What follows belongs to an exercise in optimizing a design on an open flow for small area and a short achievable clock period; a production flow would make more cautious choices.
No functional check of the RTL was part of this run.
Power is estimated from default activity; no workload was simulated.

[design/flow/config.mk]
export PLATFORM = sky130hd
export DESIGN_NAME = filter
export DESIGN_NICKNAME = filter
export VERILOG_FILES = /design/flow/design.v
export SDC_FILE = /design/flow/constraint.sdc
export NUM_CORES = 4
export LEC_CHECK = 0
export CAP_MARGIN = 20
export CORE_MARGIN = 2
export CORE_UTILIZATION = 40
export CTS_BUF_LIST = sky130_fd_sc_hd__clkbuf_8 sky130_fd_sc_hd__clkbuf_16
export CTS_CLUSTER_DIAMETER = 100
export CTS_CLUSTER_SIZE = 20
export SLEW_MARGIN = 20
[design/flow/constraint.sdc]
create_clock -name core_clock -period 10.0 [get_ports {clk}]
set_input_delay 2.0000 -clock core_clock [delete_from_list [all_inputs] [get_ports {clk}]]
set_output_delay 2.0000 -clock core_clock [all_outputs]
set_load 0.01 [all_outputs]
[design/flow/design.v]
module multiply
  (
   input wire [15:0]  x,
   input wire [23:0]  d,    
   output wire [15:0] z0,
   output wire [15:0] z1,
   output wire        zg,
   output wire [9:0]  zl0,
   output wire [9:0]  zl1
   );
   wire [17:0] xs = {x[15], x, 1'b0};
   wire one0 = d[0], two0 = d[1], neg0 = d[2];
   wire [16:0] pp0 = (({17{one0}} & xs[17:1]) | ({17{two0}} & xs[16:0])) ^ {17{neg0}};
   wire one1 = d[3], two1 = d[4], neg1 = d[5];
   wire [16:0] pp1 = (({17{one1}} & xs[17:1]) | ({17{two1}} & xs[16:0])) ^ {17{neg1}};
   wire one2 = d[6], two2 = d[7], neg2 = d[8];
   wire [16:0] pp2 = (({17{one2}} & xs[17:1]) | ({17{two2}} & xs[16:0])) ^ {17{neg2}};
   wire one3 = d[9], two3 = d[10], neg3 = d[11];
   wire [16:0] pp3 = (({17{one3}} & xs[17:1]) | ({17{two3}} & xs[16:0])) ^ {17{neg3}};
   wire one4 = d[12], two4 = d[13], neg4 = d[14];
   wire [16:0] pp4 = (({17{one4}} & xs[17:1]) | ({17{two4}} & xs[16:0])) ^ {17{neg4}};
   wire one5 = d[15], two5 = d[16], neg5 = d[17];
   wire [16:0] pp5 = (({17{one5}} & xs[17:1]) | ({17{two5}} & xs[16:0])) ^ {17{neg5}};
   wire one6 = d[18], two6 = d[19], neg6 = d[20];
   wire [16:0] pp6 = (({17{one6}} & xs[17:1]) | ({17{two6}} & xs[16:0])) ^ {17{neg6}};
   wire one7 = d[21], two7 = d[22], neg7 = d[23];
   wire [16:0] pp7 = (({17{one7}} & xs[17:1]) | ({17{two7}} & xs[16:0])) ^ {17{neg7}};
   wire n0 = pp0[10] ^ pp1[8];
   wire n1 = pp0[10] & pp1[8];
   wire n2 = pp0[11] ^ pp1[9];
   wire n3 = pp0[11] & pp1[9];
   wire n4 = pp0[12] ^ pp1[10] ^ pp2[8];
   wire n5 = (pp0[12] & pp1[10]) | (pp0[12] & pp2[8]) | (pp1[10] & pp2[8]);
   wire n6 = pp3[6] ^ pp4[4];
   wire n7 = pp3[6] & pp4[4];
   wire n8 = pp0[13] ^ pp1[11] ^ pp2[9];
   wire n9 = (pp0[13] & pp1[11]) | (pp0[13] & pp2[9]) | (pp1[11] & pp2[9]);
   wire n10 = pp3[7] ^ pp4[5];
   wire n11 = pp3[7] & pp4[5];
   wire n12 = pp0[14] ^ pp1[12] ^ pp2[10];
   wire n13 = (pp0[14] & pp1[12]) | (pp0[14] & pp2[10]) | (pp1[12] & pp2[10]);
   wire n14 = pp3[8] ^ pp4[6] ^ pp5[4];
   wire n15 = (pp3[8] & pp4[6]) | (pp3[8] & pp5[4]) | (pp4[6] & pp5[4]);
   wire n16 = pp6[2] ^ pp7[0];
   wire n17 = pp6[2] & pp7[0];
   wire n18 = pp0[15] ^ pp1[13] ^ pp2[11];
   wire n19 = (pp0[15] & pp1[13]) | (pp0[15] & pp2[11]) | (pp1[13] & pp2[11]);
   wire n20 = pp3[9] ^ pp4[7] ^ pp5[5];
   wire n21 = (pp3[9] & pp4[7]) | (pp3[9] & pp5[5]) | (pp4[7] & pp5[5]);
   wire n22 = pp6[3] ^ pp7[1];
   wire n23 = pp6[3] & pp7[1];
   wire n24 = ~pp0[16] ^ pp1[14] ^ pp2[12];
   wire n25 = (~pp0[16] & pp1[14]) | (~pp0[16] & pp2[12]) | (pp1[14] & pp2[12]);
   wire n26 = pp3[10] ^ pp4[8] ^ pp5[6];
   wire n27 = (pp3[10] & pp4[8]) | (pp3[10] & pp5[6]) | (pp4[8] & pp5[6]);
   wire n28 = pp6[4] ^ pp7[2];
   wire n29 = pp6[4] & pp7[2];
   wire n30 = pp1[15] ^ pp2[13] ^ pp3[11];
   wire n31 = (pp1[15] & pp2[13]) | (pp1[15] & pp3[11]) | (pp2[13] & pp3[11]);
   wire n32 = pp4[9] ^ pp5[7] ^ pp6[5];
   wire n33 = (pp4[9] & pp5[7]) | (pp4[9] & pp6[5]) | (pp5[7] & pp6[5]);
   wire n34 = ~pp1[16] ^ pp2[14] ^ pp3[12];
   wire n35 = (~pp1[16] & pp2[14]) | (~pp1[16] & pp3[12]) | (pp2[14] & pp3[12]);
   wire n36 = pp4[10] ^ pp5[8];
   wire n37 = pp4[10] & pp5[8];
   wire n38 = pp2[15] ^ pp3[13] ^ pp4[11];
   wire n39 = (pp2[15] & pp3[13]) | (pp2[15] & pp4[11]) | (pp3[13] & pp4[11]);
   wire n40 = ~pp2[16] ^ pp3[14];
   wire n41 = ~pp2[16] & pp3[14];
   wire n42 = pp0[6] ^ pp1[4];
   wire n43 = pp0[6] & pp1[4];
   wire n44 = pp0[7] ^ pp1[5];
   wire n45 = pp0[7] & pp1[5];
   wire n46 = pp0[8] ^ pp1[6] ^ pp2[4];
   wire n47 = (pp0[8] & pp1[6]) | (pp0[8] & pp2[4]) | (pp1[6] & pp2[4]);
   wire n48 = pp3[2] ^ pp4[0];
   wire n49 = pp3[2] & pp4[0];
   wire n50 = pp0[9] ^ pp1[7] ^ pp2[5];
   wire n51 = (pp0[9] & pp1[7]) | (pp0[9] & pp2[5]) | (pp1[7] & pp2[5]);
   wire n52 = pp3[3] ^ pp4[1];
   wire n53 = pp3[3] & pp4[1];
   wire n54 = n0 ^ pp2[6] ^ pp3[4];
   wire n55 = (n0 & pp2[6]) | (n0 & pp3[4]) | (pp2[6] & pp3[4]);
   wire n56 = pp4[2] ^ pp5[0] ^ neg5;
   wire n57 = (pp4[2] & pp5[0]) | (pp4[2] & neg5) | (pp5[0] & neg5);
   wire n58 = n1 ^ n2 ^ pp2[7];
   wire n59 = (n1 & n2) | (n1 & pp2[7]) | (n2 & pp2[7]);
   wire n60 = pp3[5] ^ pp4[3] ^ pp5[1];
   wire n61 = (pp3[5] & pp4[3]) | (pp3[5] & pp5[1]) | (pp4[3] & pp5[1]);
   wire n62 = n3 ^ n4 ^ n6;
   wire n63 = (n3 & n4) | (n3 & n6) | (n4 & n6);
   wire n64 = pp5[2] ^ pp6[0] ^ neg6;
   wire n65 = (pp5[2] & pp6[0]) | (pp5[2] & neg6) | (pp6[0] & neg6);
   wire n66 = n5 ^ n7 ^ n8;
   wire n67 = (n5 & n7) | (n5 & n8) | (n7 & n8);
   wire n68 = n10 ^ pp5[3] ^ pp6[1];
   wire n69 = (n10 & pp5[3]) | (n10 & pp6[1]) | (pp5[3] & pp6[1]);
   wire n70 = n9 ^ n11 ^ n12;
   wire n71 = (n9 & n11) | (n9 & n12) | (n11 & n12);
   wire n72 = n14 ^ n16 ^ neg7;
   wire n73 = (n14 & n16) | (n14 & neg7) | (n16 & neg7);
   wire n74 = n13 ^ n15 ^ n17;
   wire n75 = (n13 & n15) | (n13 & n17) | (n15 & n17);
   wire n76 = n18 ^ n20 ^ n22;
   wire n77 = (n18 & n20) | (n18 & n22) | (n20 & n22);
   wire n78 = n19 ^ n21 ^ n23;
   wire n79 = (n19 & n21) | (n19 & n23) | (n21 & n23);
   wire n80 = n24 ^ n26 ^ n28;
   wire n81 = (n24 & n26) | (n24 & n28) | (n26 & n28);
   wire n82 = n25 ^ n27 ^ n29;
   wire n83 = (n25 & n27) | (n25 & n29) | (n27 & n29);
   wire n84 = n30 ^ n32 ^ pp7[3];
   wire n85 = (n30 & n32) | (n30 & pp7[3]) | (n32 & pp7[3]);
   wire n86 = n31 ^ n33 ^ n34;
   wire n87 = (n31 & n33) | (n31 & n34) | (n33 & n34);
   wire n88 = n36 ^ pp6[6] ^ pp7[4];
   wire n89 = (n36 & pp6[6]) | (n36 & pp7[4]) | (pp6[6] & pp7[4]);
   wire n90 = n35 ^ n37 ^ n38;
   wire n91 = (n35 & n37) | (n35 & n38) | (n37 & n38);
   wire n92 = pp5[9] ^ pp6[7] ^ pp7[5];
   wire n93 = (pp5[9] & pp6[7]) | (pp5[9] & pp7[5]) | (pp6[7] & pp7[5]);
   wire n94 = n39 ^ n40 ^ pp4[12];
   wire n95 = (n39 & n40) | (n39 & pp4[12]) | (n40 & pp4[12]);
   wire n96 = pp5[10] ^ pp6[8] ^ pp7[6];
   wire n97 = (pp5[10] & pp6[8]) | (pp5[10] & pp7[6]) | (pp6[8] & pp7[6]);
   wire n98 = n41 ^ pp3[15] ^ pp4[13];
   wire n99 = (n41 & pp3[15]) | (n41 & pp4[13]) | (pp3[15] & pp4[13]);
   wire n100 = pp5[11] ^ pp6[9] ^ pp7[7];
   wire n101 = (pp5[11] & pp6[9]) | (pp5[11] & pp7[7]) | (pp6[9] & pp7[7]);
   wire n102 = ~pp3[16] ^ pp4[14] ^ pp5[12];
   wire n103 = (~pp3[16] & pp4[14]) | (~pp3[16] & pp5[12]) | (pp4[14] & pp5[12]);
   wire n104 = pp6[10] ^ pp7[8];
   wire n105 = pp6[10] & pp7[8];
   wire n106 = pp4[15] ^ pp5[13] ^ pp6[11];
   wire n107 = (pp4[15] & pp5[13]) | (pp4[15] & pp6[11]) | (pp5[13] & pp6[11]);
   wire n108 = ~pp4[16] ^ pp5[14];
   wire n109 = ~pp4[16] & pp5[14];
   wire n110 = pp0[4] ^ pp1[2];
   wire n111 = pp0[4] & pp1[2];
   wire n112 = pp0[5] ^ pp1[3];
   wire n113 = pp0[5] & pp1[3];
   wire n114 = n42 ^ pp2[2] ^ pp3[0];
   wire n115 = (n42 & pp2[2]) | (n42 & pp3[0]) | (pp2[2] & pp3[0]);
   wire n116 = n43 ^ n44 ^ pp2[3];
   wire n117 = (n43 & n44) | (n43 & pp2[3]) | (n44 & pp2[3]);
   wire n118 = n45 ^ n46 ^ n48;
   wire n119 = (n45 & n46) | (n45 & n48) | (n46 & n48);
   wire n120 = n47 ^ n49 ^ n50;
   wire n121 = (n47 & n49) | (n47 & n50) | (n49 & n50);
   wire n122 = n51 ^ n53 ^ n54;
   wire n123 = (n51 & n53) | (n51 & n54) | (n53 & n54);
   wire n124 = n55 ^ n57 ^ n58;
   wire n125 = (n55 & n57) | (n55 & n58) | (n57 & n58);
   wire n126 = n59 ^ n61 ^ n62;
   wire n127 = (n59 & n61) | (n59 & n62) | (n61 & n62);
   wire n128 = n63 ^ n65 ^ n66;
   wire n129 = (n63 & n65) | (n63 & n66) | (n65 & n66);
   wire n130 = n67 ^ n69 ^ n70;
   wire n131 = (n67 & n69) | (n67 & n70) | (n69 & n70);
   wire n132 = n71 ^ n73 ^ n74;
   wire n133 = (n71 & n73) | (n71 & n74) | (n73 & n74);
   wire n134 = n75 ^ n77 ^ n78;
   wire n135 = (n75 & n77) | (n75 & n78) | (n77 & n78);
   wire n136 = n79 ^ n81 ^ n82;
   wire n137 = (n79 & n81) | (n79 & n82) | (n81 & n82);
   wire n138 = n83 ^ n85 ^ n86;
   wire n139 = (n83 & n85) | (n83 & n86) | (n85 & n86);
   wire n140 = n87 ^ n89 ^ n90;
   wire n141 = (n87 & n89) | (n87 & n90) | (n89 & n90);
   wire n142 = n91 ^ n93 ^ n94;
   wire n143 = (n91 & n93) | (n91 & n94) | (n93 & n94);
   wire n144 = n95 ^ n97 ^ n98;
   wire n145 = (n95 & n97) | (n95 & n98) | (n97 & n98);
   wire n146 = n99 ^ n101 ^ n102;
   wire n147 = (n99 & n101) | (n99 & n102) | (n101 & n102);
   wire n148 = n103 ^ n105 ^ n106;
   wire n149 = (n103 & n105) | (n103 & n106) | (n105 & n106);
   wire n150 = n107 ^ n108 ^ pp6[12];
   wire n151 = (n107 & n108) | (n107 & pp6[12]) | (n108 & pp6[12]);
   wire n152 = n109 ^ pp5[15] ^ pp6[13];
   wire n153 = (n109 & pp5[15]) | (n109 & pp6[13]) | (pp5[15] & pp6[13]);
   wire n154 = ~pp5[16] ^ pp6[14];
   wire n155 = ~pp5[16] & pp6[14];
   wire n156 = pp0[2] ^ pp1[0];
   wire n157 = pp0[2] & pp1[0];
   wire n158 = pp0[3] ^ pp1[1];
   wire n159 = pp0[3] & pp1[1];
   wire n160 = n110 ^ pp2[0] ^ neg2;
   wire n161 = (n110 & pp2[0]) | (n110 & neg2) | (pp2[0] & neg2);
   wire n162 = n111 ^ n112 ^ pp2[1];
   wire n163 = (n111 & n112) | (n111 & pp2[1]) | (n112 & pp2[1]);
   wire n164 = n113 ^ n114 ^ neg3;
   wire n165 = (n113 & n114) | (n113 & neg3) | (n114 & neg3);
   wire n166 = n115 ^ n116 ^ pp3[1];
   wire n167 = (n115 & n116) | (n115 & pp3[1]) | (n116 & pp3[1]);
   wire n168 = n117 ^ n118 ^ neg4;
   wire n169 = (n117 & n118) | (n117 & neg4) | (n118 & neg4);
   wire n170 = n119 ^ n120 ^ n52;
   wire n171 = (n119 & n120) | (n119 & n52) | (n120 & n52);
   wire n172 = n121 ^ n122 ^ n56;
   wire n173 = (n121 & n122) | (n121 & n56) | (n122 & n56);
   wire n174 = n123 ^ n124 ^ n60;
   wire n175 = (n123 & n124) | (n123 & n60) | (n124 & n60);
   wire n176 = n125 ^ n126 ^ n64;
   wire n177 = (n125 & n126) | (n125 & n64) | (n126 & n64);
   wire n178 = n127 ^ n128 ^ n68;
   wire n179 = (n127 & n128) | (n127 & n68) | (n128 & n68);
   wire n180 = n129 ^ n130 ^ n72;
   wire n181 = (n129 & n130) | (n129 & n72) | (n130 & n72);
   wire n182 = n131 ^ n132 ^ n76;
   wire n183 = (n131 & n132) | (n131 & n76) | (n132 & n76);
   wire n184 = n133 ^ n134 ^ n80;
   wire n185 = (n133 & n134) | (n133 & n80) | (n134 & n80);
   wire n186 = n135 ^ n136 ^ n84;
   wire n187 = (n135 & n136) | (n135 & n84) | (n136 & n84);
   wire n188 = n137 ^ n138 ^ n88;
   wire n189 = (n137 & n138) | (n137 & n88) | (n138 & n88);
   wire n190 = n139 ^ n140 ^ n92;
   wire n191 = (n139 & n140) | (n139 & n92) | (n140 & n92);
   wire n192 = n141 ^ n142 ^ n96;
   wire n193 = (n141 & n142) | (n141 & n96) | (n142 & n96);
   wire n194 = n143 ^ n144 ^ n100;
   wire n195 = (n143 & n144) | (n143 & n100) | (n144 & n100);
   wire n196 = n145 ^ n146 ^ n104;
   wire n197 = (n145 & n146) | (n145 & n104) | (n146 & n104);
   wire n198 = n147 ^ n148 ^ pp7[9];
   wire n199 = (n147 & n148) | (n147 & pp7[9]) | (n148 & pp7[9]);
   wire n200 = n149 ^ n150 ^ pp7[10];
   wire n201 = (n149 & n150) | (n149 & pp7[10]) | (n150 & pp7[10]);
   wire n202 = n151 ^ n152 ^ pp7[11];
   wire n203 = (n151 & n152) | (n151 & pp7[11]) | (n152 & pp7[11]);
   wire n204 = n153 ^ n154 ^ pp7[12];
   wire n205 = (n153 & n154) | (n153 & pp7[12]) | (n154 & pp7[12]);
   wire n206 = n155 ^ pp6[15] ^ pp7[13];
   wire n207 = (n155 & pp6[15]) | (n155 & pp7[13]) | (pp6[15] & pp7[13]);
   wire n208 = ~pp6[16] ^ pp7[14];
   wire n209 = ~pp6[16] & pp7[14];
   wire n210 = pp0[0] & neg0;
   wire n211 = pp0[0] | neg0;
   wire n212 = n156 & neg1;
   wire n213 = n156 | neg1;
   wire n214 = n157 & n158;
   wire n215 = n157 | n158;
   wire n216 = n159 & n160;
   wire n217 = n159 | n160;
   wire n218 = pp0[1] & n210;
   wire n219 = pp0[1] & n211;
   wire n220 = n216 | (n217 & n214);
   wire n221 = n217 & n215;
   wire n222 = n220 | (n221 & n212);
   wire n223 = n221 & n213;
   wire n224 = n222 | (n223 & n218);
   wire n225 = n223 & n219;
   assign zg = n224;
   assign zl0 = {n179, n177, n175, n173, n171, n169, n167, n165, n163, n161};
   assign zl1 = {n180, n178, n176, n174, n172, n170, n168, n166, n164, n162};
   assign z0 = {~pp7[16], n209, n207, n205, n203, n201, n199, n197, n195, n193, n191, n189, n187, n185, n183, n181};
   assign z1 = {1'b0, pp7[15], n208, n206, n204, n202, n200, n198, n196, n194, n192, n190, n188, n186, n184, n182};
endmodule
module recode
  (
   input wire [15:0]  y,
   output wire [23:0] d
   );
   wire [16:0] yy = {y, 1'b0};
   genvar j;
   generate
      for (j = 0; j < 8; j = j + 1) begin: dig
         wire b2 = yy[2*j+2], b1 = yy[2*j+1], b0 = yy[2*j];
         assign d[3*j]   = b1 ^ b0;
         assign d[3*j+1] = (b2 & ~b1 & ~b0) | (~b2 & b1 & b0);
         assign d[3*j+2] = b2 & ~(b1 & b0);
      end
   endgenerate
endmodule
module summult
  (
   input wire         clk,
   input wire         first,
   input wire [15:0]  a0,
   input wire [15:0]  a1,
   input wire         ag,
   input wire [9:0]  al0,
   input wire [9:0]  al1,
   input wire [15:0]  b0,
   input wire [15:0]  b1,
   input wire         bg,
   input wire [9:0]  bl0,
   input wire [9:0]  bl1,
   output reg [15:0]  sum
   );
   reg [15:0] acc0, acc1;
   wire [15:0] q0 = first ? 16'hAAB0 : acc0;
   wire [15:0] q1 = first ? 16'h0000 : acc1;
   wire s0 = al0[0] & al1[0];
   wire s1 = al0[0] | al1[0];
   wire s2 = al0[1] & al1[1];
   wire s3 = al0[1] | al1[1];
   wire s4 = al0[2] & al1[2];
   wire s5 = al0[2] | al1[2];
   wire s6 = al0[3] & al1[3];
   wire s7 = al0[3] | al1[3];
   wire s8 = al0[4] & al1[4];
   wire s9 = al0[4] | al1[4];
   wire s10 = al0[5] & al1[5];
   wire s11 = al0[5] | al1[5];
   wire s12 = al0[6] & al1[6];
   wire s13 = al0[6] | al1[6];
   wire s14 = al0[7] & al1[7];
   wire s15 = al0[7] | al1[7];
   wire s16 = al0[8] & al1[8];
   wire s17 = al0[8] | al1[8];
   wire s18 = al0[9] & al1[9];
   wire s19 = al0[9] | al1[9];
   wire s20 = s0 | (s1 & ag);
   wire s21 = s6 | (s7 & s4);
   wire s22 = s7 & s5;
   wire s23 = s21 | (s22 & s2);
   wire s24 = s22 & s3;
   wire s25 = s23 | (s24 & s20);
   wire s26 = s12 | (s13 & s10);
   wire s27 = s13 & s11;
   wire s28 = s26 | (s27 & s8);
   wire s29 = s27 & s9;
   wire s30 = s18 | (s19 & s16);
   wire s31 = s19 & s17;
   wire s32 = s30 | (s31 & s14);
   wire s33 = s31 & s15;
   wire s34 = s32 | (s33 & s28);
   wire s35 = s33 & s29;
   wire s36 = s34 | (s35 & s25);
   wire s37 = bl0[0] & bl1[0];
   wire s38 = bl0[0] | bl1[0];
   wire s39 = bl0[1] & bl1[1];
   wire s40 = bl0[1] | bl1[1];
   wire s41 = bl0[2] & bl1[2];
   wire s42 = bl0[2] | bl1[2];
   wire s43 = bl0[3] & bl1[3];
   wire s44 = bl0[3] | bl1[3];
   wire s45 = bl0[4] & bl1[4];
   wire s46 = bl0[4] | bl1[4];
   wire s47 = bl0[5] & bl1[5];
   wire s48 = bl0[5] | bl1[5];
   wire s49 = bl0[6] & bl1[6];
   wire s50 = bl0[6] | bl1[6];
   wire s51 = bl0[7] & bl1[7];
   wire s52 = bl0[7] | bl1[7];
   wire s53 = bl0[8] & bl1[8];
   wire s54 = bl0[8] | bl1[8];
   wire s55 = bl0[9] & bl1[9];
   wire s56 = bl0[9] | bl1[9];
   wire s57 = s37 | (s38 & bg);
   wire s58 = s43 | (s44 & s41);
   wire s59 = s44 & s42;
   wire s60 = s58 | (s59 & s39);
   wire s61 = s59 & s40;
   wire s62 = s60 | (s61 & s57);
   wire s63 = s49 | (s50 & s47);
   wire s64 = s50 & s48;
   wire s65 = s63 | (s64 & s45);
   wire s66 = s64 & s46;
   wire s67 = s55 | (s56 & s53);
   wire s68 = s56 & s54;
   wire s69 = s67 | (s68 & s51);
   wire s70 = s68 & s52;
   wire s71 = s69 | (s70 & s65);
   wire s72 = s70 & s66;
   wire s73 = s71 | (s72 & s62);
   wire s74 = q0[0] ^ q1[0] ^ a0[0];
   wire s75 = (q0[0] & q1[0]) | (q0[0] & a0[0]) | (q1[0] & a0[0]);
   wire s76 = q0[1] ^ q1[1];
   wire s77 = q0[1] & q1[1];
   wire s78 = q0[2] ^ q1[2];
   wire s79 = q0[2] & q1[2];
   wire s80 = q0[3] ^ q1[3];
   wire s81 = q0[3] & q1[3];
   wire s82 = q0[4] ^ q1[4];
   wire s83 = q0[4] & q1[4];
   wire s84 = q0[5] ^ q1[5];
   wire s85 = q0[5] & q1[5];
   wire s86 = q0[6] ^ q1[6];
   wire s87 = q0[6] & q1[6];
   wire s88 = q0[7] ^ q1[7];
   wire s89 = q0[7] & q1[7];
   wire s90 = q0[8] ^ q1[8];
   wire s91 = q0[8] & q1[8];
   wire s92 = q0[9] ^ q1[9];
   wire s93 = q0[9] & q1[9];
   wire s94 = q0[10] ^ q1[10];
   wire s95 = q0[10] & q1[10];
   wire s96 = q0[11] ^ q1[11];
   wire s97 = q0[11] & q1[11];
   wire s98 = q0[12] ^ q1[12];
   wire s99 = q0[12] & q1[12];
   wire s100 = q0[13] ^ q1[13];
   wire s101 = q0[13] & q1[13];
   wire s102 = q0[14] ^ q1[14];
   wire s103 = q0[14] & q1[14];
   wire s104 = q0[15] ^ q1[15];
   wire s105 = q0[15] & q1[15];
   wire s106 = s74 ^ a1[0] ^ b0[0];
   wire s107 = (s74 & a1[0]) | (s74 & b0[0]) | (a1[0] & b0[0]);
   wire s108 = s75 ^ s76 ^ a0[1];
   wire s109 = (s75 & s76) | (s75 & a0[1]) | (s76 & a0[1]);
   wire s110 = a1[1] ^ b0[1];
   wire s111 = a1[1] & b0[1];
   wire s112 = s77 ^ s78 ^ a0[2];
   wire s113 = (s77 & s78) | (s77 & a0[2]) | (s78 & a0[2]);
   wire s114 = a1[2] ^ b0[2] ^ b1[2];
   wire s115 = (a1[2] & b0[2]) | (a1[2] & b1[2]) | (b0[2] & b1[2]);
   wire s116 = s79 ^ s80 ^ a0[3];
   wire s117 = (s79 & s80) | (s79 & a0[3]) | (s80 & a0[3]);
   wire s118 = a1[3] ^ b0[3] ^ b1[3];
   wire s119 = (a1[3] & b0[3]) | (a1[3] & b1[3]) | (b0[3] & b1[3]);
   wire s120 = s81 ^ s82 ^ a0[4];
   wire s121 = (s81 & s82) | (s81 & a0[4]) | (s82 & a0[4]);
   wire s122 = a1[4] ^ b0[4] ^ b1[4];
   wire s123 = (a1[4] & b0[4]) | (a1[4] & b1[4]) | (b0[4] & b1[4]);
   wire s124 = s83 ^ s84 ^ a0[5];
   wire s125 = (s83 & s84) | (s83 & a0[5]) | (s84 & a0[5]);
   wire s126 = a1[5] ^ b0[5] ^ b1[5];
   wire s127 = (a1[5] & b0[5]) | (a1[5] & b1[5]) | (b0[5] & b1[5]);
   wire s128 = s85 ^ s86 ^ a0[6];
   wire s129 = (s85 & s86) | (s85 & a0[6]) | (s86 & a0[6]);
   wire s130 = a1[6] ^ b0[6] ^ b1[6];
   wire s131 = (a1[6] & b0[6]) | (a1[6] & b1[6]) | (b0[6] & b1[6]);
   wire s132 = s87 ^ s88 ^ a0[7];
   wire s133 = (s87 & s88) | (s87 & a0[7]) | (s88 & a0[7]);
   wire s134 = a1[7] ^ b0[7] ^ b1[7];
   wire s135 = (a1[7] & b0[7]) | (a1[7] & b1[7]) | (b0[7] & b1[7]);
   wire s136 = s89 ^ s90 ^ a0[8];
   wire s137 = (s89 & s90) | (s89 & a0[8]) | (s90 & a0[8]);
   wire s138 = a1[8] ^ b0[8] ^ b1[8];
   wire s139 = (a1[8] & b0[8]) | (a1[8] & b1[8]) | (b0[8] & b1[8]);
   wire s140 = s91 ^ s92 ^ a0[9];
   wire s141 = (s91 & s92) | (s91 & a0[9]) | (s92 & a0[9]);
   wire s142 = a1[9] ^ b0[9] ^ b1[9];
   wire s143 = (a1[9] & b0[9]) | (a1[9] & b1[9]) | (b0[9] & b1[9]);
   wire s144 = s93 ^ s94 ^ a0[10];
   wire s145 = (s93 & s94) | (s93 & a0[10]) | (s94 & a0[10]);
   wire s146 = a1[10] ^ b0[10] ^ b1[10];
   wire s147 = (a1[10] & b0[10]) | (a1[10] & b1[10]) | (b0[10] & b1[10]);
   wire s148 = s95 ^ s96 ^ a0[11];
   wire s149 = (s95 & s96) | (s95 & a0[11]) | (s96 & a0[11]);
   wire s150 = a1[11] ^ b0[11] ^ b1[11];
   wire s151 = (a1[11] & b0[11]) | (a1[11] & b1[11]) | (b0[11] & b1[11]);
   wire s152 = s97 ^ s98 ^ a0[12];
   wire s153 = (s97 & s98) | (s97 & a0[12]) | (s98 & a0[12]);
   wire s154 = a1[12] ^ b0[12] ^ b1[12];
   wire s155 = (a1[12] & b0[12]) | (a1[12] & b1[12]) | (b0[12] & b1[12]);
   wire s156 = s99 ^ s100 ^ a0[13];
   wire s157 = (s99 & s100) | (s99 & a0[13]) | (s100 & a0[13]);
   wire s158 = a1[13] ^ b0[13] ^ b1[13];
   wire s159 = (a1[13] & b0[13]) | (a1[13] & b1[13]) | (b0[13] & b1[13]);
   wire s160 = s101 ^ s102 ^ a0[14];
   wire s161 = (s101 & s102) | (s101 & a0[14]) | (s102 & a0[14]);
   wire s162 = a1[14] ^ b0[14] ^ b1[14];
   wire s163 = (a1[14] & b0[14]) | (a1[14] & b1[14]) | (b0[14] & b1[14]);
   wire s164 = s103 ^ s104 ^ a0[15];
   wire s165 = (s103 & s104) | (s103 & a0[15]) | (s104 & a0[15]);
   wire s166 = a1[15] ^ b0[15] ^ b1[15];
   wire s167 = (a1[15] & b0[15]) | (a1[15] & b1[15]) | (b0[15] & b1[15]);
   wire s168 = s106 ^ b1[0];
   wire s169 = s106 & b1[0];
   wire s170 = s107 ^ s108 ^ s110;
   wire s171 = (s107 & s108) | (s107 & s110) | (s108 & s110);
   wire s172 = s109 ^ s111 ^ s112;
   wire s173 = (s109 & s111) | (s109 & s112) | (s111 & s112);
   wire s174 = s113 ^ s115 ^ s116;
   wire s175 = (s113 & s115) | (s113 & s116) | (s115 & s116);
   wire s176 = s117 ^ s119 ^ s120;
   wire s177 = (s117 & s119) | (s117 & s120) | (s119 & s120);
   wire s178 = s121 ^ s123 ^ s124;
   wire s179 = (s121 & s123) | (s121 & s124) | (s123 & s124);
   wire s180 = s125 ^ s127 ^ s128;
   wire s181 = (s125 & s127) | (s125 & s128) | (s127 & s128);
   wire s182 = s129 ^ s131 ^ s132;
   wire s183 = (s129 & s131) | (s129 & s132) | (s131 & s132);
   wire s184 = s133 ^ s135 ^ s136;
   wire s185 = (s133 & s135) | (s133 & s136) | (s135 & s136);
   wire s186 = s137 ^ s139 ^ s140;
   wire s187 = (s137 & s139) | (s137 & s140) | (s139 & s140);
   wire s188 = s141 ^ s143 ^ s144;
   wire s189 = (s141 & s143) | (s141 & s144) | (s143 & s144);
   wire s190 = s145 ^ s147 ^ s148;
   wire s191 = (s145 & s147) | (s145 & s148) | (s147 & s148);
   wire s192 = s149 ^ s151 ^ s152;
   wire s193 = (s149 & s151) | (s149 & s152) | (s151 & s152);
   wire s194 = s153 ^ s155 ^ s156;
   wire s195 = (s153 & s155) | (s153 & s156) | (s155 & s156);
   wire s196 = s157 ^ s159 ^ s160;
   wire s197 = (s157 & s159) | (s157 & s160) | (s159 & s160);
   wire s198 = s161 ^ s163 ^ s164;
   wire s199 = (s161 & s163) | (s161 & s164) | (s163 & s164);
   wire s200 = s168 ^ s36;
   wire s201 = s168 & s36;
   wire s202 = s169 ^ s170 ^ b1[1];
   wire s203 = (s169 & s170) | (s169 & b1[1]) | (s170 & b1[1]);
   wire s204 = s171 ^ s172 ^ s114;
   wire s205 = (s171 & s172) | (s171 & s114) | (s172 & s114);
   wire s206 = s173 ^ s174 ^ s118;
   wire s207 = (s173 & s174) | (s173 & s118) | (s174 & s118);
   wire s208 = s175 ^ s176 ^ s122;
   wire s209 = (s175 & s176) | (s175 & s122) | (s176 & s122);
   wire s210 = s177 ^ s178 ^ s126;
   wire s211 = (s177 & s178) | (s177 & s126) | (s178 & s126);
   wire s212 = s179 ^ s180 ^ s130;
   wire s213 = (s179 & s180) | (s179 & s130) | (s180 & s130);
   wire s214 = s181 ^ s182 ^ s134;
   wire s215 = (s181 & s182) | (s181 & s134) | (s182 & s134);
   wire s216 = s183 ^ s184 ^ s138;
   wire s217 = (s183 & s184) | (s183 & s138) | (s184 & s138);
   wire s218 = s185 ^ s186 ^ s142;
   wire s219 = (s185 & s186) | (s185 & s142) | (s186 & s142);
   wire s220 = s187 ^ s188 ^ s146;
   wire s221 = (s187 & s188) | (s187 & s146) | (s188 & s146);
   wire s222 = s189 ^ s190 ^ s150;
   wire s223 = (s189 & s190) | (s189 & s150) | (s190 & s150);
   wire s224 = s191 ^ s192 ^ s154;
   wire s225 = (s191 & s192) | (s191 & s154) | (s192 & s154);
   wire s226 = s193 ^ s194 ^ s158;
   wire s227 = (s193 & s194) | (s193 & s158) | (s194 & s158);
   wire s228 = s195 ^ s196 ^ s162;
   wire s229 = (s195 & s196) | (s195 & s162) | (s196 & s162);
   wire s230 = s197 ^ s198 ^ s166;
   wire s231 = (s197 & s198) | (s197 & s166) | (s198 & s166);
   wire [15:0] r0 = {s229, s227, s225, s223, s221, s219, s217, s215, s213, s211, s209, s207, s205, s203, s201, s200};
   wire [15:0] r1 = {s230, s228, s226, s224, s222, s220, s218, s216, s214, s212, s210, s208, s206, s204, s202, s73};
   always @(posedge clk) begin
      acc0 <= r0;
      acc1 <= r1;
      sum <= acc0 + acc1;
   end
endmodule
module filter
  #(
    parameter WIDTH = 32,
    parameter MWIDTH = 1,
    parameter FLTLEN = 8,
    parameter ID = 123
    )
   (
    input wire                   clk,
    input wire                   rst_n,
    input wire [WIDTH-1:0]       in_data,
    input wire                   in_nd,
    input wire [MWIDTH-1:0]      in_m,
    input wire [32-1:0]  in_msg,
    input wire                   in_msg_nd,
    output wire [WIDTH-1:0]      out_data,
    output wire                  out_nd,
    output wire [MWIDTH-1:0]     out_m,
    output wire                  error
    );
   integer j;
   reg [1:0] g;
   always @(posedge clk)
     if (!rst_n)
       g <= 2'd0;
     else
       g <= g + 2'd1;
   wire last = (g == 2'd3);
   reg [2:0]   which_pos;
   reg         setting_taps;
   reg         tap_set_error;
   assign error = tap_set_error;
   wire hdr    = in_msg[32-1];
   wire our_id = (in_msg[16:7] == ID);
   always @(posedge clk)
     if (!rst_n) begin
        setting_taps <= 1'b0;
        tap_set_error <= 1'b0;
     end else if (in_msg_nd) begin
        if (hdr) begin
           if (setting_taps)
             tap_set_error <= 1'b1;
           if (our_id) begin
              which_pos <= 3'd0;
              setting_taps <= 1'b1;
           end
        end else if (setting_taps) begin
           if (which_pos == 3'd7) begin
              which_pos <= 3'd0;
              setting_taps <= 1'b0;
           end else
             which_pos <= which_pos + 3'd1;
        end
     end
   reg [15:0]  tr [0:7];
   reg [7:0]   tv;
   wire [2:0]  wslot = which_pos - {g, 1'b0} - 3'd2;
   wire        twr = in_msg_nd & setting_taps;
   reg [15:0]  tr_d [0:7];
   reg [7:0]   tv_d;
   always @* begin
      for (j = 0; j < 8; j = j + 1) begin
         tr_d[j] = (twr && wslot == j) ? in_msg[15:0] : tr[(j+2)%8];
         tv_d[j] = rst_n & ((twr && wslot == j) | tv[(j+2)%8]);
      end
   end
   always @(posedge clk)
     for (j = 0; j < 8; j = j + 1)
       tr[j] <= tr_d[j];
   always @(posedge clk)
     tv <= tv_d;
   reg [31:0]  inbuf;
   reg         mbuf;
   reg         pending;
   always @(posedge clk)
     if (in_nd) begin
        inbuf <= in_data;
        mbuf <= in_m;
     end
   always @(posedge clk)
     if (!rst_n)
       pending <= 1'b0;
     else
       pending <= in_nd | (pending & ~last);
   wire ins = pending & last;
   reg [31:0]  hr [0:7];
   reg [7:0]   hv;
   always @(posedge clk)
     if (ins) begin
        hr[0] <= inbuf;
        for (j = 1; j < 8; j = j + 1)
          hr[j] <= hr[(j+1)%8];
     end else
       for (j = 0; j < 8; j = j + 1)
         hr[j] <= hr[(j+2)%8];
   wire [7:0]  hv_d = !rst_n ? 8'd0 :
                      ins ? ({hv[0], hv[7:1]} | 8'd1) : {hv[1:0], hv[7:2]};
   always @(posedge clk)
     hv <= hv_d;
   reg [6:0]   q;
   always @(posedge clk)
     if (!rst_n)
       q <= 7'd0;
     else
       q <= {q[5:0], ins};
   assign out_nd = q[6];
   reg mframe, mout;
   always @(posedge clk)
     if (last) begin
        mout <= mframe;
        if (pending)
          mframe <= mbuf;
     end
   assign out_m = mout;
   wire [15:0] ta_d = tr[2] & {16{tv[2] & hv_d[0]}};
   wire [15:0] tb_d = tr[3] & {16{tv[3] & hv_d[1]}};
   wire [23:0] da_d, db_d;
   recode rca (.y(ta_d), .d(da_d));
   recode rcb (.y(tb_d), .d(db_d));
   reg [23:0]  da, db;
   always @(posedge clk) begin
      da <= da_d;
      db <= db_d;
   end
   localparam K = 4;             
   localparam W = 14 - K;
   wire [15:0]  ra0, ra1, rb0, rb1, ia0, ia1, ib0, ib1;
   wire         rag, rbg, iag, ibg;
   wire [W-1:0] ral0, ral1, rbl0, rbl1, ial0, ial1, ibl0, ibl1;
   multiply mra (.x(hr[0][31:16]), .d(da), .z0(ra0), .z1(ra1), .zg(rag), .zl0(ral0), .zl1(ral1));
   multiply mrb (.x(hr[1][31:16]), .d(db), .z0(rb0), .z1(rb1), .zg(rbg), .zl0(rbl0), .zl1(rbl1));
   multiply mia (.x(hr[0][15:0]),  .d(da), .z0(ia0), .z1(ia1), .zg(iag), .zl0(ial0), .zl1(ial1));
   multiply mib (.x(hr[1][15:0]),  .d(db), .z0(ib0), .z1(ib1), .zg(ibg), .zl0(ibl0), .zl1(ibl1));
   reg [15:0]  pra0, pra1, prb0, prb1, pia0, pia1, pib0, pib1;
   reg         prag, prbg, piag, pibg;
   reg [W-1:0] pral0, pral1, prbl0, prbl1, pial0, pial1, pibl0, pibl1;
   always @(posedge clk) begin
      pra0 <= ra0; pra1 <= ra1; prag <= rag; pral0 <= ral0; pral1 <= ral1;
      prb0 <= rb0; prb1 <= rb1; prbg <= rbg; prbl0 <= rbl0; prbl1 <= rbl1;
      pia0 <= ia0; pia1 <= ia1; piag <= iag; pial0 <= ial0; pial1 <= ial1;
      pib0 <= ib0; pib1 <= ib1; pibg <= ibg; pibl0 <= ibl0; pibl1 <= ibl1;
   end
   wire [15:0] acc_re, acc_im;
   summult sre (.clk(clk), .first(q[1]),
                .a0(pra0), .a1(pra1), .ag(prag), .al0(pral0), .al1(pral1),
                .b0(prb0), .b1(prb1), .bg(prbg), .bl0(prbl0), .bl1(prbl1),
                .sum(acc_re));
   summult sim (.clk(clk), .first(q[1]),
                .a0(pia0), .a1(pia1), .ag(piag), .al0(pial0), .al1(pial1),
                .b0(pib0), .b1(pib1), .bg(pibg), .bl0(pibl0), .bl1(pibl1),
                .sum(acc_im));
   assign out_data = {acc_re, acc_im};
endmodule
[design/flow/flow/run.sh]
#!/bin/bash
# The standard layout with two changes in how it is made:
#  - after the standard synthesis, flow/fapol.py chooses the polarity of each
#    full-adder cell so that fewer inverters are needed (registers and their
#    names are untouched; the netlist computes the same function);
#  - timing repair aims past the 10 ns constraint, and the ports are buffered
#    with buf_2 cells.
# Each step's output goes to a log file of its own here (and ORFS's own logs
# stay under orfs/logs/).
set -euo pipefail
R=orfs/results/sky130hd/filter/base
bash standard.sh synth > make_synth.log 2>&1
cp $R/1_2_yosys.v $R/1_2_yosys_std.v
python3 flow/fapol.py $R/1_2_yosys_std.v $R/1_2_yosys.v > fapol.log 2>&1
rm -f $R/1_synth.odb
bash standard.sh SETUP_SLACK_MARGIN=6.7 "BUFFER_PORTS_ARGS=-buffer_cell sky130_fd_sc_hd__buf_2" finish > make_finish.log 2>&1
[design/flow/flow/fapol.py]
#!/usr/bin/env python3
"""Full-adder polarity clean-up on a Yosys gate netlist (sky130hd).

A full adder is self-dual: FA(~a, ~b, ~c) = (~sum, ~cout). Yosys's
extract_fa leaves many inverters between full adders. This pass chooses,
for each fa cell, whether it computes its true or its complemented outputs
(by taking the complements of all three inputs), so that fewer inverters are
needed, and writes the netlist back with the inverters that the choice needs.
Registers and all other cells are kept as they are, with their names; every
net that is kept carries the same function as before.

Usage: fapol.py IN.v OUT.v
"""
import re, sys
from collections import defaultdict

INV = {"sky130_fd_sc_hd__inv_1", "sky130_fd_sc_hd__inv_2"}
FA = "sky130_fd_sc_hd__fa_1"
OUTPINS = {"X", "Y", "Q", "Q_N", "SUM", "COUT", "HI", "LO"}

cell_re = re.compile(r'^[ \t]*(sky130_fd_sc_hd__\w+)\s+(\S+)\s*\((.*?)\);[ \t]*\n', re.S | re.M)
pin_re = re.compile(r'\.(\w+)\(\s*(.*?)\s*\)\s*(?:,|$)', re.S)


def main(inp, outp):
    txt = open(inp).read()
    cells = []
    for m in cell_re.finditer(txt):
        typ, name, body = m.group(1), m.group(2), m.group(3)
        pins = {}
        for pm in pin_re.finditer(body.strip()):
            pins[pm.group(1)] = pm.group(2).strip()
        cells.append({"typ": typ, "name": name, "pins": pins, "span": m.span()})
    rest = cell_re.sub("", txt)
    if re.search(r'\bassign\b', rest):
        raise SystemExit("fapol: netlist has assign statements; not handled")
    if len(re.findall(r'\bmodule\b', txt)) != 1:
        raise SystemExit("fapol: expected exactly one module")
    hdr = re.search(r'module\s+\S+\s*\((.*?)\);', txt, re.S)
    ports = set(p.strip() for p in hdr.group(1).split(','))

    def is_port(n):
        return n.split('[')[0].strip() in ports

    # the cells must sit together, with nothing else between them
    body_start = cells[0]["span"][0]
    body_end = cells[-1]["span"][1]
    between = txt[body_start:body_end]
    if cell_re.sub("", between).strip():
        raise SystemExit("fapol: unexpected text between cells")

    driver = {}
    for i, c in enumerate(cells):
        for p, n in c["pins"].items():
            if n and p in OUTPINS:
                if n in driver:
                    raise SystemExit(f"fapol: net {n} has two drivers")
                driver[n] = (i, p)

    # removable inverters: out net -> in net
    inv_of = {}
    for i, c in enumerate(cells):
        if c["typ"] in INV and not is_port(c["pins"]["Y"]):
            c["removable"] = True
            inv_of[c["pins"]["Y"]] = c["pins"]["A"]

    def base(n):
        pol = 0
        while n in inv_of:
            n = inv_of[n]
            pol ^= 1
        return n, pol

    fas = [i for i, c in enumerate(cells) if c["typ"] == FA
           and not any(is_port(c["pins"][p]) for p in ("SUM", "COUT"))]
    fa_set = set(fas)
    flip = defaultdict(int)

    # consumers of each base signal: (polarity wanted, cell index)
    req = defaultdict(list)
    for i, c in enumerate(cells):
        if c.get("removable"):
            continue
        for p, n in c["pins"].items():
            if p in OUTPINS or not n:
                continue
            b, pol = base(n)
            req[b].append((pol, i))

    def prod(b):
        d = driver.get(b)
        return flip[d[0]] if d is not None and d[0] in fa_set else 0

    def cost_of(b):
        pp = prod(b)
        for pol, i in req.get(b, []):
            if pol ^ flip[i] != pp:
                return 1
        return 0

    def fa_signals(i):
        c = cells[i]
        return {base(c["pins"][p])[0] for p in ("A", "B", "CIN")} | \
               {c["pins"][p] for p in ("SUM", "COUT")}

    allb = set(req) | set(driver)
    before = sum(cost_of(b) for b in allb)
    for _ in range(30):
        improved = False
        for i in fas:
            sig = fa_signals(i)
            c0 = sum(cost_of(b) for b in sig)
            flip[i] ^= 1
            if sum(cost_of(b) for b in sig) < c0:
                improved = True
            else:
                flip[i] ^= 1
        if not improved:
            break
    after = sum(cost_of(b) for b in allb)
    nflip = sum(flip[i] for i in fas)
    print(f"fapol: inverters {before} -> {after}; {nflip} of {len(fas)} fa cells complemented",
          file=sys.stderr)
    if outp is None:
        return

    # net names: polarity 0 of b keeps the name b; polarity 1 reuses the
    # name of an old inverter output of b if there is one
    inv_names = defaultdict(list)
    for n in inv_of:
        b, pol = base(n)
        if pol == 1:
            inv_names[b].append(n)
    wires = []
    cnt = [0]

    def fresh():
        cnt[0] += 1
        n = f"_fapol{cnt[0]}_"
        wires.append(n)
        return n

    names = {}

    def name_for(b, pol):
        if (b, pol) not in names:
            if pol == 0:
                names[(b, pol)] = b
            elif inv_names[b]:
                names[(b, pol)] = inv_names[b][0]
            else:
                names[(b, pol)] = fresh()
        return names[(b, pol)]

    made = set()
    newcells = []

    def net_at(b, want):
        pp = prod(b)
        if want != pp and (b, want) not in made:
            made.add((b, want))
            cnt[0] += 1
            newcells.append(("sky130_fd_sc_hd__inv_1", f"_fapolinv{cnt[0]}_",
                             {"A": name_for(b, pp), "Y": name_for(b, want)}))
        return name_for(b, want)

    out_cells = []
    for i, c in enumerate(cells):
        if c.get("removable"):
            continue
        f = flip[i]
        pins = {}
        for p, n in c["pins"].items():
            if not n:
                pins[p] = n
            elif p in OUTPINS:
                pins[p] = name_for(n, f)
            else:
                b, pol = base(n)
                pins[p] = net_at(b, pol ^ f)
        out_cells.append((c["typ"], c["name"], pins))

    head = txt[:body_start]
    tail = txt[body_end:]
    decl = "".join(f"  wire {w};\n" for w in wires)
    lines = []
    for typ, name, pins in out_cells + newcells:
        ps = ",\n".join(f"    .{p}({n} )" for p, n in pins.items())
        lines.append(f"  {typ} {name} (\n{ps}\n  );\n")
    open(outp, "w").write(head + decl + "".join(lines) + tail)


if __name__ == "__main__":
    main(sys.argv[1], sys.argv[2] if len(sys.argv) > 2 else None)
[design/flow/standard.sh]
#!/bin/bash
# synth_recipe.tcl (not shown) runs the flow's synth.tcl, then flattens the netlist and writes it again
# the make line also repeats each setting of config.mk as NAME=value (left out here)
make -C /OpenROAD-flow-scripts/flow DESIGN_CONFIG=/design/flow/config.mk WORK_HOME=/design/flow/orfs CLKGATE_MAP_FILE= SYNTH_SCRIPT=/design/flow/synth_recipe.tcl "${@:-finish}"
==> load_flow_metrics.sql <==
INSERT INTO impl_metrics (metric_group, metric, value, unit) VALUES
('run_status', 'outcome', 'complete, no violations', ''),
('die', 'floorplan.die_area', '116000', 'sq um'),
('global_routing', 'grt-ovfl-total', '0', ''),
('placement', 'place_ws', '6.08', 'ns'),
('placement', 'dp_hpwl', '78500', 'um'),
('worst_setup_path', 'crit_path_class', 'reg2reg', ''),
('drt', 'postRouteWirelength', '119000', 'um'),
('power', 'leakagePower', '21.5', 'nW'),
('timing', 'clock.fmax', '299', 'MHz'),
('min_path', 'hold_class', 'reg2reg', ''),
('synth', 'netlist_area_before_placement', '45400', 'sq um'),
('timing', 'final_max_tran_viols', '0', ''),
('timing', 'timing.clock.skew', '0.0483', 'ns'),
('timing', 'final.period_utilization', '33.4', '%'),
('power', 'power.density_cell_area', '150', 'nW/um^2'),
('drt', 'detail_route.wl_per_cell', '20.5', 'um'),
('synth', 'synth_area_per_cell', '10.2', 'sq um'),
('worst_setup_path', 'path_max_fanout', '34', ''),
('drt', 'detail_route.drc_violations', '0', ''),
('drt', 'first_iter_violations', '2608', ''),
('die', 'die_height', '341', 'um'),
('cts', 'clock-sinks', '802', ''),
('synth', 'synthCells', '4436', ''),
('timing', 'grt_setup_unrepaired', 'yes', ''),
('placement', 'placer_s_final_routability_congestion_estimate', '0.861', ''),
('placement', 'placement.io_buffers', '89', ''),
('cts', 'numCtsBuffers', '49', ''),
('worst_setup_path', 'critical_path.most_common_cell', 'fa_1', ''),
('cells_and_area', 'design.final.nets', '4969', ''),
('timing', 'final_setup_margin', '6.66', 'ns'),
('drt', 'routed_via_density', '5.31', ''),
('die', 'initial_core_util', '40.4', '%'),
('global_routing', 'initial_antenna_violation_count', '4', ''),
('timing', 'final_setup_fails', '0', ''),
('worst_setup_path', 'max_stage_delay', '0.72', 'ns'),
('power', 'ir_drop', '0.149', 'mV'),
('cts', 'clk_pin_slew_worst_paths', '0.09', 'ns'),
('global_routing', 'grt_start_max_net_pins', '103', ''),
('timing', 'timing.final.crit_period', '3.34', 'ns'),
('die', 'core_area', '112000', 'sq um'),
('worst_setup_path', 'worstSetupEndpointType', 'register', ''),
('cts', 'clk_path_buf_depth', '3', ''),
('global_routing', 'grt_pass1_vias', '30773', ''),
('die', 'die_w', '341', 'um'),
('global_routing', 'grtUsageTotal', '20.1', '%'),
('die', 'io_pins', '104', ''),
('synth', 'yosys_warnings', '8', ''),
('cells_and_area', 'num_antenna_cells', '0', ''),
('cts', 'latest_clock_arrival_within_the_worst_skew_pair', '0.66', 'ns'),
('global_routing', 'grt_first_pass_wirelength', '184000', 'um'),
('worst_setup_path', 'cpMaxStageDelayCell', 'fa_1', ''),
('cts', 'cts_htree_levels', '2', ''),
('die', 'placement_rows', '123', ''),
('drt', 'first_pass_iters', '6', ''),
('worst_setup_path', 'required_time_worst_endpoint', '10.52', 'ns'),
('timing', 'transition_time_at_the_pin_with_the_least_slew_margin', '0.965', 'ns'),
('worst_setup_path', 'critical_path_arrival', '3.87', 'ns'),
('run', 'drv_cap', '0', ''),
('cts', 'tritoncts', 'done', ''),
('timing', 'max-slew-margin-rel', '35.5', '%'),
('cts', 'cts.root.buffer_cell', 'clkbuf_16', ''),
('worst_setup_path', 'worstPathCellList', 'buf_8 -> a22oi_1 -> xor2_1 -> fa_1 -> inv_1 -> fa_1 -> fa_1 -> fa_1', ''),
('drt', 'route.vias.total', '30872', ''),
('worst_setup_path', 'cp-start-kind', 'register', ''),
('cells_and_area', 'drive_above_1_share', '11.2', '%'),
('timing', 'hold_viol', '0', ''),
('timing', 'sum_of_negative_setup_slack', '0', 'ns'),
('drt', 'antenna_violating_nets_post_route', '0', ''),
('cells_and_area', 'fin_util', '43.8', '%'),
('synth', 'synthesis.nets', '5111', ''),
('cells_and_area', 'layout_stage_area_growth_over_the_synthesis_result', '8.50', '%');
layout make-up:
class,count,area (sq um)
Clock inverter,23,219
Multi-Input combinational cell,3107,27000
Sequential cell,802,16600
Clock buffer,49,1230
Timing Repair Buffer,196,1790
Fill cell,10701,63200
Tap cell,1500,1880
Inverter,138,538
layer usage:
layer  global-route usage, %  vias up  share of wire, %  wire [um]
li1                        -    14266                 -          -
met3                    2.96      202               6.8       8110
met5                       0        -             0.046         55
met4                    7.09        8               3.6       4260
met2                    31.5     1127                44      52800
met1                    28.3    15269                45      53800
path summary, 6_finish.rpt:
check        depth (start not counted)   endpoint  slack, ns  startpoint
max                                  8    pia1[1]       6.66      da[15]
min reg2reg                          2  hr[4][18]       0.41   hr[5][18]
min                                  2  hr[4][18]       0.41   hr[5][18]
max reg2reg                          8    pia1[1]       6.66      da[15]
power by group:
part / internal, mW / total (mW) / switching, mW
logic: 0.659 / 1.44 / 0.779
clock network: 0.935 / 2.06 / 1.12
registers: 3.61 / 3.91 / 0.293
timing repair:
action / 4_1_cts / 5_1_grt
gates resized for setup: 77 / 108
pin swaps: 0 / 10
setup endpoints to repair: 183 / 249
cloned: 0 / 9
hold buffers: 0 / 0
buffers inserted: 11 / 4
through the flow:
stage	hold WS [ns]	cell area, sq um	instances	power (mW)
2_1_floorplan	0.400	45400	4436	4.95
3_3_place_gp	0.403	47000	5719	5.39
3_5_place_dp	0.410	47000	5719	5.43
4_1_cts	0.413	48700	5802	7.51
5_1_grt	0.432	49300	5815	7.88
6_report	0.410	49300	5815	7.40
cell usage in the layout, fill, tap and decap left out, types with 89 or more instances in the layout:
cell / count
xor2_1: 163
mux2_2: 130
nand2_1: 856
dfxtp_1: 701
fa_1: 439
ha_1: 166
xnor2_1: 413
a22oi_1: 482
buf_2: 89
inv_1: 146
flip-flops by register name, summed over array words and instances (netlist names), 16 cells and up:
register,cells
hr,256
tr,128
inbuf,32
da,24
db,24
pia0,16
pib0,16
pra0,16
prb0,16
sim.acc0,16
sim.acc1,16
sim.sum,16
sre.acc0,16
sre.acc1,16
sre.sum,16
worst max-delay path, delay by kind of cell (launching register included):
| kind | cells | cell delay [ns] |
|---|---|---|
| buffers and inverters | 2 | 0.34 |
| AO/OA/AOI/OAI | 1 | 0.13 |
| XOR/XNOR | 1 | 0.18 |
| adder cells (fa/ha/maj) | 4 | 2.17 |
| flip-flops | 1 | 0.35 |

## separate check: timing with driven ports
In the flow no input, the clock included, has a driving cell. The finished layout below was timed again as built, in two steps. Step 1 (the two cells are an assumption about what drives the block):
set clk [get_ports {clk}]
set_driving_cell -lib_cell sky130_fd_sc_hd__clkbuf_16 $clk
set_driving_cell -lib_cell sky130_fd_sc_hd__buf_2 [delete_from_list [all_inputs] $clk]
Step 2 moves the port delays by t, midway between the first and last clock arrival at a register: inputs arrive t later, outputs are due t later. That takes back most of the time a late clock gives input paths. a / b / c = ideal / step 1 / step 2; a / b = the first two.
t, ns: 0.711
slack for setup (ns): 6.656 / 6.656 / 6.220
latest minus earliest clock arrival (ns): 0.049 / 0.050
slew at the worst register clock pin (ns): 0.09 / 0.09
worst slew at a driven data input, ns: 0.07
After both steps this run still meets setup and hold. The setup slack of this run moves by 0.000 ns with the drivers and by -0.436 ns with both steps.
